This design comes from an exercise in tuning for small area on the open sky130 flow, not from production work. Power is estimated from default activity; no workload was simulated.

==> module buttonControl, before the edit <==
module buttonControl (
  input  wire clock,
  input  wire reset,
  input  wire button_raw,
  output wire valid_vote,
  output wire pressed_level
);
  reg       sync_0;
  reg [8:0] debounce_cnt;
  reg       debounced;
  reg [3:0] hold_cnt;
  wire mismatch = sync_0 ^ debounced;
  localparam [8:0] INV = 9'b010101010;
  wire [8:0] lfsr   = debounce_cnt ^ INV;
  wire term     = (lfsr == 9'd67);
  wire clr      = reset | ~mismatch | term;
  wire [8:0] lfsr_next = {lfsr[7:0], ~(lfsr[8] ^ lfsr[4])};
  reg [3:0] hold_next;
  always @(*) begin
    case ({debounced, hold_cnt})
      5'd0 : hold_next = 4'd12;
      5'd1 : hold_next = 4'd12;
      5'd2 : hold_next = 4'd12;
      5'd3 : hold_next = 4'd12;
      5'd4 : hold_next = 4'd12;
      5'd5 : hold_next = 4'd12;
      5'd6 : hold_next = 4'd12;
      5'd7 : hold_next = 4'd12;
      5'd8 : hold_next = 4'd8;
      5'd9 : hold_next = 4'd12;
      5'd10: hold_next = 4'd12;
      5'd11: hold_next = 4'd12;
      5'd12: hold_next = 4'd8;
      5'd13: hold_next = 4'd12;
      5'd14: hold_next = 4'd8;
      5'd15: hold_next = 4'd12;
      5'd16: hold_next = 4'd1;
      5'd17: hold_next = 4'd3;
      5'd18: hold_next = 4'd5;
      5'd19: hold_next = 4'd6;
      5'd20: hold_next = 4'd9;
      5'd21: hold_next = 4'd11;
      5'd22: hold_next = 4'd13;
      5'd23: hold_next = 4'd15;
      5'd24: hold_next = 4'd0;
      5'd25: hold_next = 4'd2;
      5'd26: hold_next = 4'd4;
      5'd27: hold_next = 4'd7;
      5'd28: hold_next = 4'd8;
      5'd29: hold_next = 4'd10;
      5'd30: hold_next = 4'd8;
      5'd31: hold_next = 4'd15;
    endcase
    if (reset) hold_next = 4'd8;
  end
  always @(posedge clock) begin
    sync_0       <= ~reset & button_raw;
    debounce_cnt <= clr ? INV : lfsr_next ^ INV;
    debounced    <= ~reset & (debounced ^ (mismatch & term));
    hold_cnt     <= hold_next;
  end
  assign valid_vote    = (hold_cnt == 4'd7);
  assign pressed_level = (hold_cnt != 4'd8) & (hold_cnt != 4'd0);
endmodule
clock: 15.0 ns
lec_check: 0
abc_area: 1
cap_margin: 20
core_margin: 2
core_utilization: 60
slew_margin: 20
standard.sh (not shown) runs the stock make flow with config.mk's settings and CLKGATE_MAP_FILE= SYNTH_SCRIPT=/design/flow/synth_recipe.tcl, a recipe that flattens the netlist after the stock synthesis.
==> flow/flow/run.sh <==
#!/bin/bash
# Own layout flow: the standard ORFS flow (standard.sh) with
#  - an area-oriented ABC mapping script (area.abc) in place of ORFS's,
#    applied through a wrapper around the standard flow's unchanged synthesis script;
#  - the smallest buffer for the port buffers;
#  - clock tree synthesis with small clock buffers and no dummy loads.
# Each tool's output goes to a log in this folder.
set -uo pipefail
HERE=$(pwd)
cat > my_synth.tcl <<EOT
proc abc {args} {
  set i [lsearch -exact \$args -script]
  if {\$i >= 0} { lset args [expr {\$i+1}] $HERE/flow/area.abc }
  puts "abc wrapper: [join \$args]"
  yosys abc {*}\$args
}
source $HERE/synth_recipe.tcl
EOT
source flow/settings.sh
bash standard.sh SYNTH_SCRIPT=$HERE/my_synth.tcl "${EXTRA[@]}" finish > flow_make.log 2>&1
rc=$?
cp -r orfs/logs/sky130hd/votingMachine/base orfs_logs 2>/dev/null
exit $rc
==> flow/flow/area.abc <==
strash; &get -n; &dch -f; &nf -R 1000; &put
==> flow/flow/settings.sh <==
EXTRA=(
  "BUFFER_PORTS_ARGS=-buffer_cell sky130_fd_sc_hd__buf_1"
  "CTS_ARGS=-sink_clustering_enable -repair_clock_nets -dont_use_dummy_load -buf_list sky130_fd_sc_hd__clkbuf_8"
)
Edit:
--- a/flow/design.v
+++ b/flow/design.v
@@ -14,56 +14,27 @@
   wire [8:0] lfsr   = debounce_cnt ^ INV;
   wire term     = (lfsr == 9'd67);
   wire clr      = reset | ~mismatch | term;
   wire [8:0] lfsr_next = {lfsr[7:0], ~(lfsr[8] ^ lfsr[4])};
   reg [3:0] hold_next;
   always @(*) begin
-    case ({debounced, hold_cnt})
-      5'd0 : hold_next = 4'd12;
-      5'd1 : hold_next = 4'd12;
-      5'd2 : hold_next = 4'd12;
-      5'd3 : hold_next = 4'd12;
-      5'd4 : hold_next = 4'd12;
-      5'd5 : hold_next = 4'd12;
-      5'd6 : hold_next = 4'd12;
-      5'd7 : hold_next = 4'd12;
-      5'd8 : hold_next = 4'd8;
-      5'd9 : hold_next = 4'd12;
-      5'd10: hold_next = 4'd12;
-      5'd11: hold_next = 4'd12;
-      5'd12: hold_next = 4'd8;
-      5'd13: hold_next = 4'd12;
-      5'd14: hold_next = 4'd8;
-      5'd15: hold_next = 4'd12;
-      5'd16: hold_next = 4'd1;
-      5'd17: hold_next = 4'd3;
-      5'd18: hold_next = 4'd5;
-      5'd19: hold_next = 4'd6;
-      5'd20: hold_next = 4'd9;
-      5'd21: hold_next = 4'd11;
-      5'd22: hold_next = 4'd13;
-      5'd23: hold_next = 4'd15;
-      5'd24: hold_next = 4'd0;
-      5'd25: hold_next = 4'd2;
-      5'd26: hold_next = 4'd4;
-      5'd27: hold_next = 4'd7;
-      5'd28: hold_next = 4'd8;
-      5'd29: hold_next = 4'd10;
-      5'd30: hold_next = 4'd8;
-      5'd31: hold_next = 4'd15;
-    endcase
-    if (reset) hold_next = 4'd8;
+    if (reset)
+      hold_next = 4'd0;
+    else if (debounced)
+      hold_next = (hold_cnt == 4'd13) ? 4'd13 : hold_cnt + 4'd1;
+    else
+      hold_next = (hold_cnt == 4'd0 || hold_cnt == 4'd15) ? 4'd0 : 4'd15;
   end
   always @(posedge clock) begin
     sync_0       <= ~reset & button_raw;
     debounce_cnt <= clr ? INV : lfsr_next ^ INV;
     debounced    <= ~reset & (debounced ^ (mismatch & term));
     hold_cnt     <= hold_next;
   end
-  assign valid_vote    = (hold_cnt == 4'd7);
-  assign pressed_level = (hold_cnt != 4'd8) & (hold_cnt != 4'd0);
+  assign valid_vote    = (hold_cnt == 4'd12);
+  assign pressed_level = (hold_cnt >= 4'd2);
 endmodule
 module voteLogger(
   input             clock,
   input             reset,
   input             mode,
   input             cand1_vote_valid,
Effect: Worst setup slack gains 3.3 ps. Sequential cell count does not change. Final area climbs by 2.9%. Sequential share of layout area drops by 1.3 points. Global-route usage drops by 1.3 points. Register-to-register slack loses 270 ps. Clock power stays flat. Synthesized area climbs by 2.7%. Power climbs by 8.4%. Fmax hardly moves.
Function was not checked in any run of this note: the RTL went through the layout flow alone.

separate check: timing with driven ports:
The flow's constraints put no driver on any port. The routed layouts listed below were extracted and timed again, unchanged, in two steps. Step 1 sets driving cells, clkbuf_16 on the clock port and buf_2 on the other inputs (assumed; they add their load-dependent delay and slew). Step 2 also shifts input and output timing later by t, the mid clock arrival at the registers, as if the neighbouring blocks saw the same clock. Slacks: no drivers / after step 1 / after step 2; pairs: no drivers / after step 1.
run | t (ns) | slack for setup (ns) | hold slack, ns | worst setup path after step 2 | cell pins on the clock port's net
the first run | 0.385 | 4.443 / 4.412 / 4.797 | 0.380 / 0.380 / 0.380 | register to output | 1
the second run | 0.374 | 4.447 / 4.416 / 4.790 | 0.377 / 0.377 / 0.377 | register to output | 1
After both steps setup and hold are still met in every run listed.
